This design comes from an exercise in tuning for small area, a short achievable clock period and few clock cycles on the open sky130 flow, not from production work. In this exercise RTL edits were held to simulation tests only and were not proved equivalent to the original.

==> flow/design.v, too long to show whole: its modules and the start of the top module <==
// module PE: 2948 lines
module PE (
	input clk,
	input rst,
	input PE_en,
	input [13-1:0] i_config,
	input [32-1:0] ifmap,
	input [32-1:0] filter,
	input [32-1:0] ipsum,
	input ifmap_valid,
	input filter_valid,
	input ipsum_valid,
	input opsum_ready,
	output reg [32-1:0] opsum,
	output reg ifmap_ready,
	output reg filter_ready,
	output reg ipsum_ready,
	output reg opsum_valid
);
  // ...
==> flow/run.sh <==
#!/bin/bash
# synth_recipe.tcl (not shown) runs the flow's synth.tcl, then flattens the netlist and writes it again
# the make line also repeats each setting of config.mk as NAME=value (left out here)
make -C /OpenROAD-flow-scripts/flow DESIGN_CONFIG=/design/flow/config.mk WORK_HOME=/design/flow/orfs CLKGATE_MAP_FILE= SYNTH_SCRIPT=/design/flow/synth_recipe.tcl finish
==> flow/config.mk <==
export PLATFORM = sky130hd
export DESIGN_NAME = PE
export DESIGN_NICKNAME = PE
export VERILOG_FILES = /design/flow/design.v
export SDC_FILE = /design/flow/constraint.sdc
export NUM_CORES = 8
export LEC_CHECK = 0
export CAP_MARGIN = 20
export CORE_MARGIN = 2
export CORE_UTILIZATION = 40
export SETUP_SLACK_MARGIN = 5
export SLEW_MARGIN = 20
export TNS_END_PERCENT = 100
==> flow/constraint.sdc <==
create_clock -name core_clock -period 12.0 [get_ports {clk}]
set_input_delay 2.4000 -clock core_clock [delete_from_list [all_inputs] [get_ports {clk}]]
set_output_delay 2.4000 -clock core_clock [all_outputs]
set_load 0.01 [all_outputs]
==> results.json, run 1 <==
{
  "met2_usage": 0.432,
  "top_register": "fmem",
  "relSlewSlack": 0.213,
  "cts_setup_buffers": 0,
  "synth_commonest_cells": "edfxtp_1 (856), fa_1 (750), inv_1 (712), nand2_1 (374), nor2_1 (336)",
  "synthAdderAreaFrac": 0.275,
  "crit_fanout": 68,
  "outcome": "finished clean",
  "final_util": 0.455,
  "netlist_area_um2": 57500,
  "seqCellArea_um2": 27200,
  "critPathSlowestCell": "buf_4",
  "buffers": 227,
  "place_inst": 6404,
  "r2r_end": "ca_9_16",
  "nNonClkInverters": 713,
  "crit_top_cell": "buf_4",
  "maxUsedRoutingLayer": "met5",
  "hold_path.class": "flop to flop",
  "grt_usage": 0.277,
  "drtPass1Iterations": 6,
  "synth_ff_type": "edfxtp_1",
  "rr_worst_depth": 9,
  "cp_top_family": "buffers and inverters",
  "r2r-start": "sk2"
}
Testbench counts, summed over its fixed seeds: cycles 9,744.
==> run 2, diff against run 1 <==
==> flow/flow/run.sh (new file) <==
#!/bin/bash
# Standard ORFS layout, with repair_timing asked for more setup margin than the clock needs.
set -euo pipefail
bash standard.sh SETUP_SLACK_MARGIN=8 TNS_END_PERCENT=100 finish > standard.log 2>&1
==> flow/standard.sh (new file) <==
#!/bin/bash
# synth_recipe.tcl (not shown) runs the flow's synth.tcl, then flattens the netlist and writes it again
# the make line also repeats each setting of config.mk as NAME=value (left out here)
make -C /OpenROAD-flow-scripts/flow DESIGN_CONFIG=/design/flow/config.mk WORK_HOME=/design/flow/orfs CLKGATE_MAP_FILE= SYNTH_SCRIPT=/design/flow/synth_recipe.tcl "${@:-finish}"
--- a/flow/config.mk
+++ b/flow/config.mk
@@ -7,7 +7,5 @@
 export LEC_CHECK = 0
 export CAP_MARGIN = 20
 export CORE_MARGIN = 2
-export CORE_UTILIZATION = 40
-export SETUP_SLACK_MARGIN = 5
+export CORE_UTILIZATION = 60
 export SLEW_MARGIN = 20
-export TNS_END_PERCENT = 100
removed: flow/run.sh
==> run 2 against run 1 <==
Effect of this change:
- still clean on timing, DRC and antenna
- synthesized cell count unchanged
- via count increased by 12%
- die area is 33% lower
- critical endpoint is now ca_4_6
- highest routed layer unchanged
==> results.json, run 2 <==
{
  "yosysMostFrequentCell": "edfxtp_1",
  "gp_congestion": 1.12,
  "r2r-start": "sk1",
  "ios": 152,
  "drive_gt1_frac": 0.298,
  "avgRoutedWirePerCell_um": 36.1,
  "min_period_over_period": 0.367,
  "die-area_um2": 98400,
  "top_register": "fmem",
  "first_iter_violations": 5651,
  "worstPathArrival_ns": 4.81,
  "met1_length_mm": 75.8,
  "grt_pass1_vias": 40700,
  "async_flop_share": 0.0665,
  "clkLatencyLatePin_ns": 0.74,
  "relSlewSlack": 0.210,
  "final_cell_mix": "edfxtp_1 (856), inv_1 (581), fa_1 (471)",
  "setup_violations": 0,
  "synthTopCellsByArea": "edfxtp_1 (45%), fa_1 (26%), inv_1 (4.6%), mux2_2 (4.0%), dfrtp_1 (2.7%)",
  "synth_ff_type": "edfxtp_1",
  "cts_inserted_buffers": 94,
  "rows": 113,
  "io_buffers": 151,
  "tritoncts": "yes",
  "die_y_um": 314,
  "critPathKind": "flop to flop",
  "synth_commonest_cells": "edfxtp_1 (856), fa_1 (750), inv_1 (712), nand2_1 (374), nor2_1 (336)",
  "crit_fanout": 6,
  "vias_per_cell": 6.45,
  "dr_total_vias": 40100,
  "hold_violations": 0,
  "wl_met3_mm": 28.9,
  "multi_input_area_um2": 29600,
  "largest_reg_flops": 384,
  "place_inst": 5755,
  "r2r_end": "ca_4_6",
  "yosys.cell_types.count": 65,
  "yosysTopAreaCellShare": 0.447,
  "fin_crit_ns": 4.40,
  "coreArea_um2": 95000,
  "initial_core_util": 0.605,
  "stdcell_count": 6212,
  "synth_fp_nets": 5329,
  "finalMaxSlewViolations": 0,
  "cp-startpoint": "sk1",
  "fillers": 5874,
  "drcViolationCount": 0,
  "synth_edf_count": 856,
  "final_util": 0.737,
  "hold_path.class": "flop to flop",
  "synth_seq_cells": 917,
  "seqCellArea_um2": 27300,
  "synth_top_area_cell": "edfxtp_1",
  "rrSetupSlack_ns": 7.60,
  "cts-root-buf": "clkbuf_16",
  "layout-area-overhead-vs-synth_pct": 21.7,
  "yosysWarnings": 1,
  "outcome": "finished clean",
  "min_from": "ca_0_0",
  "worst_pin_slew_ns": 1.19,
  "grt_pass1_wl_mm": 300,
  "die_x_um": 314,
  "drtPass1Iterations": 8,
  "layout.nets": 5797,
  "grt_usage": 0.449,
  "antenna_left": 0,
  "tns_ns": 0,
  "cp.required_ns": 12.41,
  "rr_worst_depth": 11,
  "holdPathEnd": "cb_0_0",
  "fmax_ghz": 0.227,
  "dp_hpwl_mm": 160,
  "cp-start-kind": "flop",
  "syn_avg_cell_area_um2": 13.1,
  "clock_path_buffers": 3,
  "end_kind": "flop",
  "wl_met2_mm": 101,
  "yosysSeqAreaShare": 0.473,
  "grt_max_degree": 154,
  "cts.sinks": 917,
  "netlist_area_um2": 57500,
  "grt_overflow": 0,
  "maxUsedRoutingLayer": "met5",
  "rsz0062_at_grt": "true",
  "layout_commonest_cell": "edfxtp_1",
  "drv_cap": 0,
  "cts.clk_slew.worst_paths_ns": 0.06,
  "htreeDepth": 3,
  "holdPathStages": 0,
  "routed_wl_mm": 224,
  "skew_ns": 0.0679,
  "whs_ns": 0.425,
  "antenna_found_initial": 16,
  "syn_inst": 4398
}
[run 2: logic make-up (layout without fill, tap and decap cells)]
group	after synthesis	in the layout	synth area share
buf+inv	837	1370	0.0556
mux	275	275	0.0548
other cells	0	3	0
fa+ha+maj	815	815	0.275
xor+xnor	49	49	0.00746
simple gates	1121	1134	0.0877
flops	917	917	0.473
compound gates	384	384	0.0459
[run 2: per-layer routing]
metal	vias up	track usage
met2	3199	0.693
met3	879	0.133
met5	-	0
met4	20	0.268
li1	15600	-
met1	20400	0.566
[run 2: critical path, stage by stage (launching register included)]
cell and delay, ns:
dfrtp_4 0.50, buf_12 0.16, buf_12 0.15, buf_16 0.14
a22oi_1 0.30, nand2_1 0.33, nand3_1 0.22, fa_1 0.47
fa_1 0.67, inv_1 0.11, fa_2 0.60, fa_2 0.43
[run 2: cell type report]
type,instances,share of cell area
well taps,1265,0.0226
repair buffers,483,0.0817
diodes,3,0.000107
multi-input cells,2657,0.424
clock inverters,56,0.00846
flip-flops and latches,917,0.389
inverters,713,0.0383
clock buffers,118,0.0358
[run 2: repair_timing]
item / in CTS / in global routing
setup buffers: 167 / 68
resized for setup: 567 / 372
endpoints found under the setup margin: 659 / 597
cloned: 37 / 8
pin swaps: 168 / 206
hold buffers: 0 / 0
hold endpoints to repair: 0 / 0
[run 2: through the flow]
step / cell area, um^2 / setup slack, ns
after global routing: 70000 / 7.58
after CTS: 68100 / 7.69
after floorplan: 57800 / 3.71
after detailed placement: 61000 / 5.30
final: 70000 / 7.60
after global placement: 61000 / 5.46
[run 2: worst max-delay path by stage]
stage                     endpoint  cells past startpoint  slack [ns]
after floorplan              q4[0]                      8        3.71
after global placement      q2[14]                      9        5.46
after detailed placement    q2[12]                      9        5.30
after CTS                    q1[0]                     13        7.69
after global routing        q2[28]                     14        7.58
final                       ca_4_6                     11        7.60
==> run 3, diff against run 2 <==
--- a/flow/config.mk
+++ b/flow/config.mk
@@ -7,5 +7,5 @@
 export LEC_CHECK = 0
 export CAP_MARGIN = 20
 export CORE_MARGIN = 2
-export CORE_UTILIZATION = 60
+export CORE_UTILIZATION = 40
 export SLEW_MARGIN = 20
==> run 3 against run 2 <==
Effect of this change:
- still clean on timing, DRC and antenna
- die area is 49% higher
- worst setup slack better by 0.073 ns
- global-route usage is 15 points lower
- wire length is 1.3% lower
- final area is 2.3% higher
- final cell count is 11% higher
- critical path depth is 2 higher
- clock-buffer cell count is 2 higher
- synthesized area stayed put
- critical path type is now input pin to flop
- largest cell class unchanged
- highest routed layer unchanged
==> results.json, run 3 <==
{
  "design_area_um2": 71600,
  "die_y_um": 383,
  "cts_hold_buf": 0,
  "hold_violations": 0,
  "place_inst": 6411,
  "initial_core_util": 0.402,
  "cp-start-kind": "input pin",
  "rrSetupSlack_ns": 7.75,
  "rr_worst_depth": 14,
  "end_kind": "flop",
  "cts-root-buf": "clkbuf_16",
  "dp_hpwl_mm": 169,
  "holdPathEnd": "cb_2_1",
  "synth_seq_cells": 917,
  "critPathSlowestCell": "or3b_4",
  "synth_commonest_cells": "edfxtp_1 (856), fa_1 (750), inv_1 (712), nand2_1 (374), nor2_1 (336)",
  "synth_top_area_cell": "edfxtp_1",
  "worst_pin_slew_ns": 1.11,
  "wl_met3_mm": 19.5,
  "tritoncts": "yes",
  "first_iter_violations": 4000,
  "final_util": 0.500,
  "grt_usage": 0.299,
  "avgRoutedWirePerCell_um": 32.0,
  "netlist_area_um2": 57500,
  "min_from": "ca_2_3",
  "layout_commonest_cell": "edfxtp_1",
  "synth_edf_count": 856,
  "met1_length_mm": 89.6,
  "max_stage_delay_ns": 0.46,
  "yosys.cell_types.count": 65,
  "path_cells": "buf_8 > nor2b_4 > o21ai_4 > buf_12 > and3b_1 > o221a_4 > and2_4 > mux2i_4 > buf_6 > or3b_4 > buf_12 > clkbuf_16 > mux2_4",
  "stdcell_count": 6904,
  "layout.nets": 5850,
  "fillers": 12400,
  "cp_top_family": "simple AND/OR/NAND/NOR gates",
  "io_buffers": 151,
  "holdPathStages": 0,
  "ios": 152,
  "syn_inst": 4398,
  "grt_max_degree": 79,
  "async_flop_share": 0.0665,
  "cts.clk_slew.worst_paths_ns": 0.07,
  "drv_cap": 0,
  "final_cell_mix": "edfxtp_1 (856), inv_1 (558), fa_1 (478)",
  "crit_top_cell": "buf_12",
  "grt_pass1_vias": 38900,
  "dr_total_vias": 38000,
  "yosysMostFrequentCell": "edfxtp_1",
  "die-area_um2": 147000,
  "r2r-start": "sk1",
  "top_register": "fmem",
  "critPathKind": "input pin to flop",
  "min_period_over_period": 0.360,
  "setup_violations": 0,
  "tns_ns": 0,
  "skew_ns": 0.0576,
  "coreArea_um2": 143000,
  "fin_crit_ns": 4.33,
  "layout-area-overhead-vs-synth_pct": 24.4,
  "largest_reg_flops": 384,
  "worstPathArrival_ns": 4.81,
  "fmax_ghz": 0.231,
  "r2r_end": "ca_4_5",
  "maxUsedRoutingLayer": "met5",
  "syn_avg_cell_area_um2": 13.1,
  "crit_fanout": 5,
  "drive_gt1_frac": 0.320,
  "die_x_um": 383,
  "cts.sinks": 917,
  "grt_pass1_wl_mm": 301,
  "cts_inserted_buffers": 98,
  "hold_path.class": "flop to flop",
  "relSlewSlack": 0.257,
  "clkLatencyLatePin_ns": 0.76,
  "place_area_um2": 61900,
  "outcome": "finished clean",
  "synthTopCellsByArea": "edfxtp_1 (45%), fa_1 (26%), inv_1 (4.6%), mux2_2 (4.0%), dfrtp_1 (2.7%)",
  "crit_buf_inv": 5,
  "antenna_found_initial": 13,
  "gp_congestion": 1.03,
  "yosysSeqAreaShare": 0.473,
  "yosysWarnings": 1,
  "cp.required_ns": 12.49,
  "grt_overflow": 0,
  "clock_path_buffers": 3,
  "wl_met2_mm": 100,
  "antenna_left": 0,
  "drcViolationCount": 0,
  "routed_wl_mm": 221,
  "vias_per_cell": 5.51,
  "cp-startpoint": "opsum_ready",
  "synth_fp_nets": 5329,
  "htreeDepth": 3,
  "finalMaxSlewViolations": 0,
  "yosysTopAreaCellShare": 0.447,
  "rows": 139,
  "drtPass1Iterations": 6,
  "synth_ff_type": "edfxtp_1",
  "rsz0062_at_grt": "true"
}
-- run 3: worst max-delay path by stage --
| stage | depth (start not counted) | end |
|---|---|---|
| 2_1_floorplan | 8 | q4[0] |
| 3_3_place_gp | 10 | q2[21] |
| 3_5_place_dp | 10 | q2[12] |
| 4_1_cts | 13 | q1[4] |
| 5_1_grt | 14 | q3[11] |
| 6_report | 13 | q1[20] |
-- run 3: cell type report --
cell class	instances	area, um^2	area share
Clock inverter	59	704	0.00984
Timing Repair Buffer	533	6170	0.0862
Tap cell	1903	2380	0.0333
Antenna cell	3	7.51	0.000105
Sequential cell	917	27300	0.381
Multi-Input combinational cell	2656	29800	0.416
Inverter	713	2690	0.0375
Clock buffer	120	2590	0.0362
-- run 3: cells by family (layout without fill, tap and decap cells) --
kind of cell | after synthesis | after routing | share of synthesized area
AOI/OAI and AO/OA | 384 | 384 | 0.0459
xor gates and xnor gates | 49 | 49 | 0.00746
adders and majority gates | 815 | 815 | 0.275
buffers and inverters | 837 | 1425 | 0.0556
DFF | 917 | 917 | 0.473
muxes | 275 | 275 | 0.0548
other | 0 | 3 | 0
and+or+nand+nor | 1121 | 1133 | 0.0877
-- run 3: repair_timing --
item / 4_1_cts / 5_1_grt
endpoints found under the setup margin: 746 / 566
setup buffers: 182 / 87
pin swaps: 150 / 285
hold endpoints to repair: 0 / 0
resized for setup: 582 / 494
gates cloned: 33 / 9
-- run 3: metal layers --
layer	track usage	vias up
li1	-	15700
met1	0.403	20000
met2	0.465	1867
met3	0.0683	432
met4	0.132	10
met5	0	-
-- run 3: stage by stage --
step	setup WS, ns	hold WS (ns)
2_1_floorplan	3.71	0.400
3_3_place_gp	5.19	0.406
3_5_place_dp	5.11	0.415
4_1_cts	7.75	0.429
5_1_grt	7.63	0.432
6_report	7.67	0.425
==> run 4, diff against run 3 <==
==> flow/flow/run.sh (replaced) <==
#!/bin/bash
# Standard ORFS layout, with repair_timing asked for more setup margin than the clock needs.
set -euo pipefail
bash standard.sh SETUP_SLACK_MARGIN=7.5 TNS_END_PERCENT=100 finish > standard.log 2>&1
==> run 4 against run 3 <==
Effect of this change:
- register-to-register slack worse by 0.26 ns
- worst hold slack worse by 0.0036 ns
- sequential share of layout area is 3.2 points higher
- critical endpoint is now ca_8_16
==> results.json, run 4 <==
{
  "fmax_ghz": 0.222,
  "rrSetupSlack_ns": 7.49,
  "largest_reg_flops": 384,
  "synth_commonest_cells": "edfxtp_1 (856), fa_1 (750), inv_1 (712), nand2_1 (374), nor2_1 (336)",
  "dr_total_vias": 36100,
  "stdcell_count": 6627,
  "yosysTopAreaCellShare": 0.447,
  "rsz0062_at_grt": "true",
  "avgRoutedWirePerCell_um": 31.2,
  "final_cell_mix": "edfxtp_1 (856), fa_1 (750), inv_1 (711)",
  "setup_violations": 0,
  "drtPass1Iterations": 6,
  "drive_gt1_frac": 0.135,
  "coreArea_um2": 143000,
  "synth_top_area_cell": "edfxtp_1",
  "fin_crit_ns": 4.51,
  "tritoncts": "yes",
  "grt_max_degree": 152,
  "die_y_um": 383,
  "gp_congestion": 1.08,
  "whs_ns": 0.421,
  "crit_end": "ca_8_16",
  "fillers": 13000,
  "antenna_left": 0,
  "synth_ff_type": "edfxtp_1",
  "skew_ns": 0.0545,
  "end_kind": "flop",
  "r2r_end": "ca_8_16",
  "layout.nets": 5572,
  "cp-start-kind": "flop",
  "netlist_area_um2": 57500,
  "grt_pass1_vias": 37300,
  "worstPathArrival_ns": 4.98,
  "die-area_um2": 147000,
  "cts.clk_slew.worst_paths_ns": 0.06,
  "yosysSeqAreaShare": 0.473,
  "tns_ns": 0,
  "vias_per_cell": 5.45,
  "min_period_over_period": 0.376,
  "hold_violations": 0,
  "cp-startpoint": "sk2",
  "io_buffers": 151,
  "routed_wl_mm": 207,
  "worst_pin_slew_ns": 1.10,
  "die_x_um": 383,
  "synth_edf_count": 856,
  "grt_overflow": 0,
  "drcViolationCount": 0,
  "synth_seq_cells": 917,
  "place_area_um2": 61900,
  "cp.required_ns": 12.47,
  "dp_hpwl_mm": 167,
  "cts.sinks": 917,
  "rr_worst_depth": 9,
  "hold_path.class": "flop to flop",
  "initial_core_util": 0.402,
  "multi_input_area_um2": 27700,
  "syn_avg_cell_area_um2": 13.1,
  "clkLatencyLatePin_ns": 0.76,
  "cts-root-buf": "clkbuf_16",
  "htreeDepth": 3,
  "first_iter_violations": 3694,
  "cts_inserted_buffers": 98,
  "design_area_um2": 66000,
  "synthTopCellsByArea": "edfxtp_1 (45%), fa_1 (26%), inv_1 (4.6%), mux2_2 (4.0%), dfrtp_1 (2.7%)",
  "rows": 139,
  "relSlewSlack": 0.264,
  "outcome": "finished clean",
  "cts_hold_buf": 0,
  "grt_pass1_wl_mm": 285,
  "critPathKind": "flop to flop",
  "synth_fp_nets": 5329,
  "top_register": "fmem",
  "crit_fanout": 14,
  "grt_usage": 0.283,
  "seqCellArea_um2": 27300,
  "place_inst": 6408,
  "layout_commonest_cell": "edfxtp_1",
  "clock_path_buffers": 3,
  "antenna_found_initial": 11,
  "finalMaxSlewViolations": 0,
  "r2r-start": "sk2",
  "yosysMostFrequentCell": "edfxtp_1",
  "layout-area-overhead-vs-synth_pct": 14.7,
  "yosys.cell_types.count": 65,
  "yosysWarnings": 1,
  "async_flop_share": 0.0665,
  "syn_inst": 4398,
  "ios": 152,
  "drv_cap": 0
}
==> run 4: cell counts after synthesis <==
No cell type changed its count.
==> run 4: how the worst min path moves through the flow <==
stage                       from      to  slack, ns  depth (start not counted)
final                     ca_0_1  cb_0_1       0.42                          0
after global routing      ca_2_2  cb_2_0       0.43                          0
after CTS                 ca_2_2  cb_2_0       0.43                          0
after detailed placement  ca_2_2  cb_2_0       0.41                          0
after global placement    ca_2_2  cb_2_0       0.41                          0
after floorplan           ca_0_0  cb_0_0       0.40                          0
==> run 4: kinds of logic (layout without fill, tap and decap cells) <==
logic type	after synthesis	count (layout)	synth area share
XOR/XNOR	49	49	0.00746
AND/OR/NAND/NOR	1121	1130	0.0877
multiplexers	275	275	0.0548
flip-flops	917	917	0.473
adder cells (fa/ha/maj)	815	815	0.275
AO/OA/AOI/OAI	384	384	0.0459
other	0	3	0
buffers and inverters	837	1151	0.0556
==> run 4: layer usage <==
| metal | track usage | part of all wire | vias up | routed length, um |
|---|---|---|---|---|
| li1 | - | - | 15100 | - |
| met1 | 0.378 | 0.41 | 19000 | 84700 |
| met2 | 0.449 | 0.46 | 1631 | 95600 |
| met3 | 0.0650 | 0.085 | 404 | 17600 |
| met4 | 0.109 | 0.043 | 12 | 8920 |
| met5 | 0 | 0.00041 | - | 85 |
==> run 4: through the flow <==
stage | utilization | worst slack [ns]
2_1_floorplan | - | 3.71
3_3_place_gp | 0.432 | 5.70
3_5_place_dp | 0.432 | 5.68
4_1_cts | 0.460 | 7.49
5_1_grt | 0.461 | 7.48
6_report | 0.461 | 7.49
==> run 4: layout make-up <==
| cell class | count | area share |
|---|---|---|
| inverter | 713 | 0.0406 |
| tap | 1903 | 0.0361 |
| clock inverter | 59 | 0.0107 |
| antenna | 3 | 0.000114 |
| timing repair buffer | 258 | 0.0398 |
| multi-input combinational | 2653 | 0.420 |
| sequential | 917 | 0.413 |
| clock buffer | 121 | 0.0391 |
==> run 4: worst max-delay path, stage by stage (launching register included) <==
cell and delay [ns]:
dfrtp_4 0.62, a22oi_1 0.82, nand2_1 0.39, nand3_1 0.20, fa_1 0.44, fa_1 0.52
inv_1 0.05, fa_1 0.62, inv_1 0.09, fa_1 0.48
==> run 4: timing repair <==
item	CTS	global route
setup buffers	21	4
pin swaps	9	2
cloned	11	0
setup endpoints to repair	518	117
gates resized for setup	59	22
==> run 5, diff against run 4 <==
==> flow/flow/run.sh (replaced) <==
#!/bin/bash
# Layout flow: the standard synthesis, then a netlist pass (fapol.py) that
# re-polarises full adders to drop the inverters synthesis leaves between them,
# then the standard ORFS layout with repair_timing asked for extra setup margin.
set -euo pipefail
RES=$PWD/orfs/results/sky130hd/PE/base
LIB=$FLOW_HOME/platforms/sky130hd/lib/sky130_fd_sc_hd__tt_025C_1v80.lib
bash standard.sh synth > synth.log 2>&1
cp $RES/1_2_yosys.v $RES/1_2_yosys.orig.v
python3 flow/fapol.py $LIB $RES/1_2_yosys.orig.v $RES/1_2_yosys.v > fapol.log 2>&1
rm -f $RES/1_synth.odb
bash standard.sh SETUP_SLACK_MARGIN=8 TNS_END_PERCENT=100 finish > standard.log 2>&1
==> flow/flow/fapol.py (new file) <==
#!/usr/bin/env python3
"""Re-polarise full adders (and simple gates) in a mapped sky130hd netlist.

A full adder is self-dual: FA(~a, ~b, ~c) = (~cout, ~sum).  Yosys' extract_fa
leaves inverters between chained fa cells.  This pass chooses, for every fa
cell, whether it computes the true or the complemented function, and for some
simple gates whether to use the cell or its complement (nand2 <-> and2, ...),
so that as few inverters as possible are needed.  It then removes every
inverter and adds back one inverter per signal whose complement is still
read.  Flip-flops, ports and all other cells keep their function and names.

usage: fapol.py LIBERTY IN.v OUT.v [report]
"""
import re, sys, random, math
from collections import defaultdict, Counter

lib, fin, fout = sys.argv[1:4]
rng = random.Random(1)

# ---- liberty: pin directions and areas
txt = open(lib).read()
pindir, AREA = {}, {}
for chunk in re.split(r'\n\s*cell\s*\(', txt)[1:]:
    nm = re.match(r'\s*"?(\w+)"?', chunk).group(1)
    am = re.search(r'area\s*:\s*([\d.]+)', chunk)
    if am:
        AREA[nm] = float(am.group(1))
    d = {}
    for pm in re.finditer(r'\bpin\s*\(\s*"?(\w+)"?\s*\)\s*\{[^{}]*?direction\s*:\s*"?(\w+)"?', chunk, re.S):
        d[pm.group(1)] = pm.group(2)
    pindir[nm] = d
INV = AREA["sky130_fd_sc_hd__inv_1"]

# ---- netlist
src = open(fin).read()
inst_re = re.compile(r'^  (sky130_fd_sc_hd__\w+)\s+(\\\S+ |\S+)\s*\((.*?)\);\n', re.M | re.S)
pin_re = re.compile(r'\.(\w+)\(\s*(\\\S+ |[^()]*?)\s*\)')
insts = []
for m in inst_re.finditer(src):
    pins = [(p, n.strip()) for p, n in pin_re.findall(m.group(3))]
    insts.append(dict(typ=m.group(1), name=m.group(2), pins=pins, span=m.span()))
if re.search(r'^\s*assign\s', src, re.M):
    sys.exit("fapol: netlist has assign statements; not handled")
outports = set()
for m in re.finditer(r'^\s*output\s+(\[(\d+):(\d+)\]\s+)?(\w+);', src, re.M):
    if m.group(1):
        hi, lo = int(m.group(2)), int(m.group(3))
        for b in range(min(hi, lo), max(hi, lo) + 1):
            outports.add(f"{m.group(4)}[{b}]")
    else:
        outports.add(m.group(4))

def is_inv(t): return re.fullmatch(r'sky130_fd_sc_hd__(inv|clkinv)_\d+', t) is not None
def is_fa(t): return re.fullmatch(r'sky130_fd_sc_hd__fa_\d+', t) is not None

driver = {}
for i, ins in enumerate(insts):
    for p, n in ins['pins']:
        if pindir[ins['typ']].get(p) == 'output' and n:
            driver[n] = (i, p)

def root(n):
    par = 0
    for _ in range(1000):
        if n in driver and is_inv(insts[driver[n][0]]['typ']):
            n = dict(insts[driver[n][0]]['pins'])['A']
            par ^= 1
        else:
            return n, par
    sys.exit("fapol: inverter loop")

cons = defaultdict(list)          # root -> [(inst or None, pin/port, parity)]
for i, ins in enumerate(insts):
    if is_inv(ins['typ']):
        continue
    for p, n in ins['pins']:
        if pindir[ins['typ']].get(p) == 'input' and n and not n.startswith("1'"):
            r, par = root(n)
            cons[r].append((i, p, par))
for n in outports:
    r, par = root(n)
    cons[r].append((None, n, par))

fas = [i for i, ins in enumerate(insts) if is_fa(ins['typ'])]
s = {i: 0 for i in fas}
fa_of_root = {}
for i in fas:
    for p, n in insts[i]['pins']:
        if p in ('SUM', 'COUT'):
            fa_of_root[n] = i
fa_inroots = defaultdict(set)
for r, lst in cons.items():
    for ci, p, par in lst:
        if ci is not None and ci in s:
            fa_inroots[ci].add(r)

COMP = {}
for a, b in [("nand2_1", "and2_1"), ("nor2_1", "or2_1"), ("xor2_1", "xnor2_1"),
             ("nand3_1", "and3_1"), ("nor3_1", "or3_1"), ("a21oi_1", "a21o_1"),
             ("o21ai_0", "o21a_1"), ("a22oi_1", "a22o_1"), ("o22ai_1", "o22a_1"),
             ("mux2i_1", "mux2_1"), ("a211oi_1", "a211o_1"), ("o211ai_1", "o211a_1"),
             ("nand4_1", "and4_1"), ("nor4_1", "or4_1"), ("a31oi_1", "a31o_1"),
             ("o31ai_1", "o31a_1")]:
    COMP["sky130_fd_sc_hd__" + a] = "sky130_fd_sc_hd__" + b
    COMP["sky130_fd_sc_hd__" + b] = "sky130_fd_sc_hd__" + a
gates = {}
for i, ins in enumerate(insts):
    if ins['typ'] in COMP:
        outs = [n for p, n in ins['pins'] if pindir[ins['typ']].get(p) == 'output']
        if len(outs) == 1 and outs[0] in cons:
            gates[i] = outs[0]
g_of_root = {n: i for i, n in gates.items()}
gs = {i: 0 for i in gates}

def pol(r):
    if r in fa_of_root: return s[fa_of_root[r]]
    if r in g_of_root: return gs[g_of_root[r]]
    return 0
def need_inv(r):
    pi = pol(r)
    for ci, p, par in cons[r]:
        if par ^ (s[ci] if (ci is not None and ci in s) else 0) != pi:
            return 1
    return 0
def affected(i):
    rs = set(fa_inroots[i])
    for p, n in insts[i]['pins']:
        if p in ('SUM', 'COUT') and n in cons:
            rs.add(n)
    return rs
def gdelta(i):
    t0 = insts[i]['typ']
    return AREA[COMP[t0]] - AREA[t0]

ninv_old = sum(1 for ins in insts if is_inv(ins['typ']))
before = sum(need_inv(r) for r in cons)

# ---- simulated annealing over fa polarities and gate types
moves = [("f", i) for i in fas] + [("g", i) for i in gates]
cur = before * INV
best_cost, best = cur, (dict(s), dict(gs))
T0, T1, N = 4.0, 0.02, 400000
for step in range(N):
    T = T0 * (T1 / T0) ** (step / N)
    kind, i = moves[rng.randrange(len(moves))]
    if kind == "f":
        rs = affected(i)
        c0 = sum(need_inv(r) for r in rs) * INV
        s[i] ^= 1
        d = sum(need_inv(r) for r in rs) * INV - c0
        if d <= 0 or rng.random() < math.exp(-d / T):
            cur += d
        else:
            s[i] ^= 1
    else:
        r = gates[i]
        c0 = need_inv(r) * INV
        gs[i] ^= 1
        d = need_inv(r) * INV + (gdelta(i) if gs[i] else -gdelta(i)) - c0
        if d <= 0 or rng.random() < math.exp(-d / T):
            cur += d
        else:
            gs[i] ^= 1
    if cur < best_cost - 1e-9:
        best_cost, best = cur, (dict(s), dict(gs))
s, gs = best
for i in gates:
    if gs[i]:
        old_t = insts[i]['typ']; new_t = COMP[old_t]
        oo = [p for p, dd in pindir[old_t].items() if dd == 'output']
        no = [p for p, dd in pindir[new_t].items() if dd == 'output']
        assert len(oo) == 1 and len(no) == 1
        insts[i]['pins'] = [((no[0] if p == oo[0] else p), n) for p, n in insts[i]['pins']]
        assert set(p for p, n in insts[i]['pins']) <= set(pindir[new_t]), (old_t, new_t)
        insts[i]['typ'] = new_t
after = sum(need_inv(r) for r in cons)

# ---- rebuild
def fmt(n):
    return n.rstrip() + ' ' if n.startswith('\\') else n
newinv, newwires = {}, []
def phys(r, want):
    if want == pol(r):
        return r
    if r not in newinv:
        k = len(newinv)
        newinv[r] = f"fapol_n{k}"
        newwires.append((f"fapol_inv{k}", r, f"fapol_n{k}"))
    return newinv[r]
newpins = {}
for r, lst in cons.items():
    for ci, p, par in lst:
        req = par ^ (s[ci] if (ci is not None and ci in s) else 0)
        newpins[(ci, p)] = phys(r, req)

out, pos = [], 0
for i, ins in enumerate(insts):
    a, b = ins['span']
    out.append(src[pos:a]); pos = b
    if is_inv(ins['typ']):
        continue
    pins = [(p, newpins.get((i, p), n)) for p, n in ins['pins']]
    body = ",\n".join(f"    .{p}({fmt(n)})" for p, n in pins)
    out.append(f"  {ins['typ']} {ins['name']} (\n{body}\n  );\n")
tail = src[pos:]
extra = []
for n in sorted(outports):
    pn = newpins[(None, n)]
    if pn != n:
        extra.append(f"  sky130_fd_sc_hd__buf_1 fapol_obuf{len(extra)} (\n    .A({fmt(pn)}),\n    .X({n})\n  );\n")
decl = "".join(f"  wire {w};\n" for _, _, w in newwires)
invs = "".join(f"  sky130_fd_sc_hd__inv_1 {nm} (\n    .A({fmt(r)}),\n    .Y({w})\n  );\n" for nm, r, w in newwires)
res = "".join(out)
hdr_end = res.index(');\n') + 3
res = res[:hdr_end] + decl + res[hdr_end:]
tail = tail.replace("endmodule", invs + "".join(extra) + "endmodule", 1)
open(fout, "w").write(res + tail)
print(f"fapol: {len(fas)} fa cells, {sum(s.values())} flipped; {sum(gs.values())} gates swapped; "
      f"inverters {ninv_old} -> {len(newwires)}, port buffers {len(extra)}; area change "
      f"{(len(newwires) - ninv_old) * INV + sum(gdelta(i) * 0 for i in gates):.0f} um2 (inverters only)")
if len(sys.argv) > 4:
    c = Counter()
    for nm, r, w in newwires:
        t = (insts[driver[r][0]]['typ'][18:] + "." + driver[r][1]) if r in driver else "port"
        kinds = Counter(insts[ci]['typ'][18:] if ci is not None else 'port' for ci, p, par in cons[r])
        c[(t, tuple(sorted(kinds)))] += 1
    for k, v in c.most_common(15): print(v, k)
==> run 5 against run 4 <==
Effect of this change:
- register-to-register slack gained 0.34 ns
- utilization grew 2.7 points
- die area shrank 2.7%
- fmax grew 8.2%
- synthesized area shrank 2.8%
- still clean on timing, DRC and antenna
- clock skew grew 0.0033 ns
- critical path type is now input pin to flop
- worst setup slack gained 0.34 ns
==> results.json, run 5 <==
{
  "top_register": "fmem",
  "grt.met1_usage": 0.399,
  "ios": 152,
  "dp_hpwl_mm": 165,
  "fillers": 12100,
  "stdcell_count": 6252,
  "critPathKind": "input pin to flop",
  "die_x_um": 378,
  "met3_usage": 0.0600,
  "tritoncts": "yes",
  "clkLatencyLatePin_ns": 0.76,
  "relSlewSlack": 0.226,
  "synth_fp_nets": 4806,
  "design_area_um2": 67900,
  "vias_per_cell": 5.67,
  "layout-area-overhead-vs-synth_pct": 21.3,
  "cts.clk_slew.worst_paths_ns": 0.06,
  "netlist_area_um2": 55900,
  "grt_usage": 0.297,
  "skew_ns": 0.0578,
  "critPathSlowestCell": "or3b_4",
  "grt_overflow": 0,
  "cts_hold_buf": 0,
  "end_kind": "flop",
  "avgRoutedWirePerCell_um": 34.0,
  "setup_violations": 0,
  "coreArea_um2": 139000,
  "min_period_over_period": 0.347,
  "grt_pass1_wl_mm": 288,
  "final_cell_mix": "edfxtp_1 (856), fa_1 (565), nor2_1 (284)",
  "top_usage_layer": "met2",
  "max_stage_delay_ns": 0.48,
  "r2r-start": "sk1",
  "dr_total_vias": 35400,
  "clock_path_buffers": 3,
  "die_y_um": 378,
  "rrSetupSlack_ns": 7.83,
  "yosysWarnings": 1,
  "first_iter_violations": 3891,
  "rr_worst_depth": 12,
  "drtPass1Iterations": 6,
  "finalMaxSlewViolations": 0,
  "gp_congestion": 1.08,
  "grt_pass1_vias": 36600,
  "die-area_um2": 143000,
  "place_area_um2": 60200,
  "cp-start-kind": "input pin",
  "r2r_end": "ca_6_11",
  "min_from": "ca_2_2",
  "grt_max_degree": 82,
  "antenna_found_initial": 13,
  "cp.required_ns": 12.51,
  "final_util": 0.487,
  "cts_inserted_buffers": 100,
  "place_inst": 5854,
  "holdPathEnd": "cb_2_0",
  "met2_usage": 0.469,
  "cp_top_family": "simple AND/OR/NAND/NOR gates",
  "crit_top_cell": "buf_8",
  "cts.sinks": 917,
  "worstPathArrival_ns": 4.68,
  "drive_gt1_frac": 0.272,
  "cts-root-buf": "clkbuf_16",
  "largest_reg_flops": 384,
  "fmax_ghz": 0.240,
  "drv_cap": 0,
  "outcome": "finished clean",
  "layout.nets": 5223,
  "io_buffers": 151,
  "holdPathStages": 0,
  "htreeDepth": 3,
  "routed_wl_mm": 213,
  "tns_ns": 0,
  "worst_pin_slew_ns": 1.16,
  "syn_avg_cell_area_um2": 14.4,
  "antenna_left": 0,
  "crit_buf_inv": 5,
  "initial_core_util": 0.402,
  "hold_path.class": "flop to flop",
  "rows": 137,
  "drcViolationCount": 0,
  "layout_commonest_cell": "edfxtp_1",
  "rsz0062_at_grt": "true",
  "crit_fanout": 5,
  "path_cells": "buf_8 > nor2b_4 > o21ai_4 > buf_12 > and3b_1 > o221a_4 > buf_6 > nand4_1 > o31ai_4 > or3b_4 > buf_8 > clkbuf_16 > mux2_4",
  "fin_crit_ns": 4.17,
  "hold_violations": 0,
  "syn_inst": 3875
}
## run 5: area by class of cell
cell class / count / area (um^2) / area share
sequential: 917 / 27300 / 0.402
clock buffer: 132 / 2690 / 0.0396
inverter: 190 / 713 / 0.0105
tap: 1876 / 2350 / 0.0346
multi-input combinational: 2657 / 29400 / 0.434
antenna: 4 / 10.0 / 0.000148
timing repair buffer: 426 / 4840 / 0.0714
clock inverter: 50 / 558 / 0.00822
## run 5: worst max path at each step
stage                start        to  slack [ns]  cells past startpoint
6_report       opsum_ready    q1[11]        7.83                     13
5_1_grt        opsum_ready    q2[12]        7.83                     13
4_1_cts                sk3  ca_11_12        7.87                      9
3_5_place_dp   opsum_ready    q2[26]        5.61                     10
3_3_place_gp   opsum_ready    q2[26]        5.64                     10
2_1_floorplan  opsum_ready     q4[0]        3.71                      8
## run 5: what timing repair did
action	CTS	global route
pin swaps	143	161
resized for setup	400	216
cloned	29	16
endpoints found under the setup margin	749	490
setup buffers	121	46
## run 5: through the flow
stage / hold WS (ns) / setup slack (ns)
2_1_floorplan: 0.400 / 3.71
6_report: 0.422 / 7.83
3_5_place_dp: 0.410 / 5.61
5_1_grt: 0.438 / 7.83
3_3_place_gp: 0.407 / 5.64
4_1_cts: 0.419 / 7.87
## run 5: worst reg2reg max path, cell delays in order (launching register included)
cell      delay, ns
dfrtp_4        0.51
buf_8          0.14
buf_8          0.13
buf_8          0.14
a22o_1         0.21
a221oi_2       0.22
buf_6          0.21
or2_4          0.14
fa_1           0.42
fa_2           0.62
inv_2          0.06
fa_2           0.64
fa_2           0.47
## run 5: per-layer routing
metal / vias up / part of all wire
li1: 14500 / -
met4: 8 / 0.050
met5: - / 0.00045
met2: 1644 / 0.46
met3: 406 / 0.078
met1: 18900 / 0.41

==> separate check: timing with driven ports <==
How much do the figures lean on ideal ports? The routed layouts below were timed once more, with nothing changed but the port constraints.
Step 1: set_driving_cell puts a clkbuf_16 on clk and a buf_2 on each other input, an assumption about the parent block.
Step 2 times the ports against the registers' clock, not the clock port: input delays grow and output delays shrink by t, the midpoint of the rising clock arrivals with the driver on.
a / b / c = ideal / step 1 / step 2; a / b = the first two.
run | t (ns) | slack for setup (ns) | worst setup path after step 2
run 1 | 0.791 | 5.812 / 5.853 / 5.061 | input to register
run 2 | 0.780 | 7.602 / 7.602 / 6.859 | input to register
run 3 | 0.812 | 7.675 / 7.715 / 6.902 | input to register
run 4 | 0.816 | 7.488 / 7.488 / 6.746 | input to register
run 5 | 0.821 | 7.830 / 7.831 / 7.027 | input to register
After both steps setup and hold are still met in every run listed. The setup slack of run 5, which loses most, moves by +0.001 ns with the drivers and by -0.803 ns with both steps.
